From an optimization exercise on the open Yosys and OpenROAD flow, aimed at small area; shortcuts taken in it are not production practice.
The RTL was checked by simulation tests, not by an equivalence proof against the original design.
No driver is modelled on the clock port, so clock power and skew are understated where the tree is cut down; a real chip needs a root buffer or a tree.
Power is estimated from default activity; no workload was simulated.

## v40
## vlc_tx
module vlc_tx(
    input pclk,
    input resetn,
    input [31:0] fifo_data,
    input fifo_empty,
    input [1:0] dim,
    output reg fifo_rd_en,
    output reg tx_out,
    output reg led_check
);
For scale: roughly 330 cells after synthesis, roughly 39 flip-flops, ~40 I/O pins, about 0.0027 mm² of cells after synthesis.
clock: 10.0 ns
lec_check: 0
cap_margin: 20
core_margin: 2
core_utilization: 40
cts_buf_list: sky130_fd_sc_hd__clkbuf_4
cts_cluster_size: 40
slew_margin: 20
run.sh (not shown) runs the stock make flow with config.mk's settings and CLKGATE_MAP_FILE= SYNTH_SCRIPT=/design/flow/synth_recipe.tcl, a recipe that flattens the netlist after the stock synthesis.
[inputs] v25 vs v40
# v40
export LEC_CHECK = 0
export CAP_MARGIN = 20
export CORE_MARGIN = 2
export CORE_UTILIZATION = 40
export CTS_BUF_LIST = sky130_fd_sc_hd__clkbuf_4
export CTS_CLUSTER_SIZE = 40
export SLEW_MARGIN = 20
create_clock -name core_clock -period 10.0 [get_ports {pclk}]
# v25
export LEC_CHECK = 0
export CAP_MARGIN = 20
export CORE_MARGIN = 2
export CORE_UTILIZATION = 40
export SLEW_MARGIN = 20
create_clock -name core_clock -period 10.0 [get_ports {pclk}]
Going from v40 to v25, wire length of the first global-routing pass barely changed, area after synthesis barely changed, register share of total power dropped 5.3 points.
diff inputs: v25 => v47
==> flow/flow/run.sh (new file) <==
#!/bin/bash
set -euo pipefail
WORK=$(pwd)
rm -rf "$WORK/scripts_own"
cp -r "$FLOW_HOME/scripts" "$WORK/scripts_own"
cp "$WORK/flow/abc_area.script" "$WORK/scripts_own/abc_speed.script"
bash "$WORK/standard.sh" \
  SCRIPTS_DIR="$WORK/scripts_own" \
  BUFFER_PORTS_ARGS="-buffer_cell sky130_fd_sc_hd__buf_1" \
  finish > "$WORK/flow_make.log" 2>&1
==> flow/flow/abc_area.script (new file) <==
strash
&get -n
&fraig -x
&put
scorr
dc2
dretime
strash
&get -n
&dch -f
&nf -a -p
&put
==> flow/standard.sh (new file) <==
#!/bin/bash
# synth_recipe.tcl (not shown) runs the flow's synth.tcl, then flattens the netlist and writes it again
# the make line also repeats each setting of config.mk as NAME=value (left out here)
make -C /OpenROAD-flow-scripts/flow DESIGN_CONFIG=/design/flow/config.mk WORK_HOME=/design/flow/orfs CLKGATE_MAP_FILE= SYNTH_SCRIPT=/design/flow/synth_recipe.tcl "${@:-finish}"
removed: flow/run.sh
## What came out
Compared with v25, v47 is more frugal on power. Changes observed in v47 relative to v25: well-tap cell count decreased 6.3%; area of the die decreased 9.4%; cell area after layout decreased about 14%. v25 → v47: met2 usage in global routing fell 1.5 points; met3 wire length fell 44%; cell count fell 7.1%; multi-input logic cell count fell about 9%. Side by side, synthesized cell count turned out lower in v47 than in v25.

Another version of the RTL of vlc_tx (not shown whole).
Size: roughly 230 cells after synthesis, roughly 38 flip-flops, about 40 I/O pins, about 2000 um2 of cells after synthesis.
==> flow/config.mk <==
export PLATFORM = sky130hd
export DESIGN_NAME = vlc_tx
export DESIGN_NICKNAME = vlc_tx
export VERILOG_FILES = /design/flow/design.v
export SDC_FILE = /design/flow/constraint.sdc
export NUM_CORES = 4
export LEC_CHECK = 0
export CAP_MARGIN = 20
export CORE_MARGIN = 2
export CORE_UTILIZATION = 40
export SLEW_MARGIN = 20
==> flow/constraint.sdc <==
create_clock -name core_clock -period 10.0 [get_ports {pclk}]
set_input_delay 2.0000 -clock core_clock [delete_from_list [all_inputs] [get_ports {pclk}]]
set_output_delay 2.0000 -clock core_clock [all_outputs]
set_load 0.01 [all_outputs]
standard.sh (not shown) runs the stock make flow with config.mk's settings and CLKGATE_MAP_FILE= SYNTH_SCRIPT=/design/flow/synth_recipe.tcl, a recipe that flattens the netlist after the stock synthesis.
==> flow/flow/run.sh <==
#!/bin/bash
# Own layout flow: the standard ORFS flow (standard.sh) with these changes to how
# the layout is made:
#  - logic mapping: synthesis (ORFS's and the standard flow's own, synth_recipe.tcl) is run once with
#    each ABC script flow/abc_*.script in place of ORFS's delay-oriented abc_speed.script
#    (up to NUM_CORES at a time, each in trials/<script>/), and the layout continues from
#    the synthesis whose netlist has the smallest cell area (ties: first in name order).
#    The abc_z* scripts run ABC's &deepsyn with a time limit, so their results can vary
#    from run to run; the netlist chosen is the one the layout is made from;
#  - port buffers are sky130_fd_sc_hd__buf_1 instead of the larger cell buffer_ports picks;
#  - if flow/clock.txt exists ("CELL N"), the clock is buffered by flow/clock_buffer.tcl
#    with N buffers of type CELL driven by the clock port, in place of clock_tree_synthesis;
set -euo pipefail
WORK=$(pwd)
rm -rf "$WORK/scripts_base" "$WORK/trials" "$WORK/orfs"
mkdir -p "$WORK/trials"
cp -r "$FLOW_HOME/scripts" "$WORK/scripts_base"
if [[ -f "$WORK/flow/clock.txt" ]]; then
  read -r OWN_CLK_BUF OWN_CLK_NBUF < "$WORK/flow/clock.txt"
  export OWN_CLK_BUF OWN_CLK_NBUF
  grep -q '^log_cmd clock_tree_synthesis {\*}$cts_args$' "$WORK/scripts_base/cts.tcl"
  sed -i "s|^log_cmd clock_tree_synthesis {\*}\$cts_args\$|source $WORK/flow/clock_buffer.tcl|" "$WORK/scripts_base/cts.tcl"
fi
STAT_REL="orfs/reports/$FLOW_PLATFORM/vlc_tx/base/synth_stat.txt"

run_trial() {
  local name=$1 script=$2
  local d="$WORK/trials/$name"
  mkdir -p "$d"
  cp -r "$WORK/scripts_base" "$d/scripts"
  cp "$script" "$d/scripts/abc_speed.script"
  sed "s|$WORK/orfs|$d/orfs|g" "$WORK/standard.sh" > "$d/std.sh"
  if timeout 900 bash "$d/std.sh" SCRIPTS_DIR="$d/scripts" synth > "$d/make.log" 2>&1; then
    grep -E "Chip area for (top )?module" "$d/$STAT_REL" | tail -1 | awk '{print $NF}' > "$d/area.txt"
  fi
}

jobs_max=${NUM_CORES:-4}
for s in "$WORK"/flow/abc_*.script; do
  while [[ $(jobs -rp | wc -l) -ge $jobs_max ]]; do sleep 1; done
  run_trial "$(basename "$s" .script)" "$s" &
done
wait

best=""; best_area=""
for s in "$WORK"/flow/abc_*.script; do
  name=$(basename "$s" .script)
  a=$(cat "$WORK/trials/$name/area.txt" 2>/dev/null || true)
  echo "$name ${a:-failed}" >> "$WORK/trials/areas.txt"
  [[ -n "$a" ]] || continue
  if [[ -z "$best" ]] || awk -v a="$a" -v b="$best_area" 'BEGIN{exit !(a < b)}'; then
    best=$name; best_area=$a
  fi
done
echo "chosen $best $best_area" >> "$WORK/trials/areas.txt"
mv "$WORK/trials/$best/orfs" "$WORK/orfs"
bash "$WORK/standard.sh" \
  SCRIPTS_DIR="$WORK/trials/$best/scripts" \
  BUFFER_PORTS_ARGS="-buffer_cell sky130_fd_sc_hd__buf_1" \
  finish > "$WORK/flow_make.log" 2>&1
Other scripts of this flow, unchanged in this note and not shown: flow/flow/abc_s4.script, flow/flow/abc_t2.script, flow/flow/abc_t4.script, flow/flow/abc_u1.script, flow/flow/abc_u3.script, flow/flow/abc_u6.script, flow/flow/abc_u7.script, flow/flow/abc_w3.script, flow/flow/abc_w4.script, flow/flow/abc_z1.script, flow/flow/abc_z2.script, flow/flow/abc_z3.script, flow/flow/abc_z4.script, flow/flow/abc_z5.script, flow/flow/abc_z6.script, flow/flow/abc_z7.script, flow/flow/abc_z8.script, flow/flow/clock.txt, flow/flow/clock_buffer.tcl
The baseline ran to the end with no violations.
Change:
--- a/flow/flow/run.sh
+++ b/flow/flow/run.sh
@@ -54,6 +54,11 @@
 done
-echo "chosen $best $best_area" >> "$WORK/trials/areas.txt"
-mv "$WORK/trials/$best/orfs" "$WORK/orfs"
+echo "chosen ${best:-none} $best_area" >> "$WORK/trials/areas.txt"
+if [[ -n "$best" ]]; then
+  mv "$WORK/trials/$best/orfs" "$WORK/orfs"
+  scripts="$WORK/trials/$best/scripts"
+else
+  scripts="$WORK/scripts_base"
+fi
 bash "$WORK/standard.sh" \
-  SCRIPTS_DIR="$WORK/trials/$best/scripts" \
+  SCRIPTS_DIR="$scripts" \
   BUFFER_PORTS_ARGS="-buffer_cell sky130_fd_sc_hd__buf_1" \
==> flow/flow/abc_z10.script (new file) <==
strash
&get -n
&fraig -x
&put
scorr
dc2
strash
&get -n
&deepsyn -T 30 -S 10
&dch -f
&nf -a -p -R 1000
&put
==> flow/flow/abc_z11.script (new file) <==
strash
&get -n
&fraig -x
&put
scorr
dc2
strash
&get -n
&deepsyn -T 30 -S 11
&dch -f
&nf -a -p -R 1000
&put
==> flow/flow/abc_z12.script (new file) <==
strash
&get -n
&fraig -x
&put
scorr
dc2
strash
&get -n
&deepsyn -T 30 -S 12
&dch -f
&nf -a -p -R 1000
&put
==> flow/flow/abc_z13.script (new file) <==
strash
&get -n
&fraig -x
&put
scorr
dc2
strash
&get -n
&deepsyn -T 30 -S 13
&dch -f
&nf -a -p -R 1000
&put
==> flow/flow/abc_z14.script (new file) <==
strash
&get -n
&fraig -x
&put
scorr
dc2
strash
&get -n
&deepsyn -T 30 -S 14
&dch -f
&nf -a -p -R 1000
&put
==> flow/flow/abc_z15.script (new file) <==
strash
&get -n
&fraig -x
&put
scorr
dc2
strash
&get -n
&deepsyn -T 30 -S 15
&dch -f
&nf -a -p -R 1000
&put
==> flow/flow/abc_z16.script (new file) <==
strash
&get -n
&fraig -x
&put
scorr
dc2
strash
&get -n
&deepsyn -T 30 -S 16
&dch -f
&nf -a -p -R 1000
&put
==> flow/flow/abc_z9.script (new file) <==
strash
&get -n
&fraig -x
&put
scorr
dc2
strash
&get -n
&deepsyn -T 30 -S 9
&dch -f
&nf -a -p -R 1000
&put
- GPL_TIMING_DRIVEN: not set -> 0
Effect: Synthesized cell count does not change; wire length is higher by 2.9%; total power is higher by 0.53%; first-iteration DRC count is lower by 62%; maximum frequency is lower by 12%.
No run of this note takes its clock network from TritonCTS; it comes from the design's own scripts or RTL.

[static timing again, ports no longer ideal]
In the flow no input, the clock included, has a driving cell. The finished layouts below were timed again as built, in two steps.
Step 1, drivers: a clkbuf_16 drives pclk and a buf_2 each remaining input, both assumed.
Step 2 also shifts input and output timing later by t, the mid clock arrival at the registers, as if the neighbouring blocks saw the same clock.
a / b / c = no drivers / after step 1 / after step 2; a / b = the first two.
run | shift t [ns] | slack for setup (ns) | hold WS [ns] | clock arrival spread, ns | worst data-port slew with drivers (ns)
v40 | 0.359 | 6.460 / 6.462 / 6.102 | 0.500 / 0.500 / 0.500 | 0.019 / 0.019 | 0.04
v25 | 0.322 | 6.417 / 6.419 / 6.098 | 0.499 / 0.499 / 0.499 | 0.011 / 0.011 | 0.04
v47 | 0.320 | 6.415 / 6.416 / 6.096 | 0.500 / 0.500 / 0.500 | 0.006 / 0.006 | 0.03
the first run of note 2 | 0.173 | 6.604 / 6.624 / 6.450 | 0.427 / 0.427 / 0.427 | 0.004 / 0.005 | 0.04
the second run of note 2 | 0.181 | 6.128 / 6.146 / 5.965 | 0.414 / 0.414 / 0.414 | 0.014 / 0.014 | 0.03
After both steps every run listed still meets setup and hold. The setup slack of v40, which loses most, moves by +0.002 ns with the drivers and by -0.358 ns with both steps.
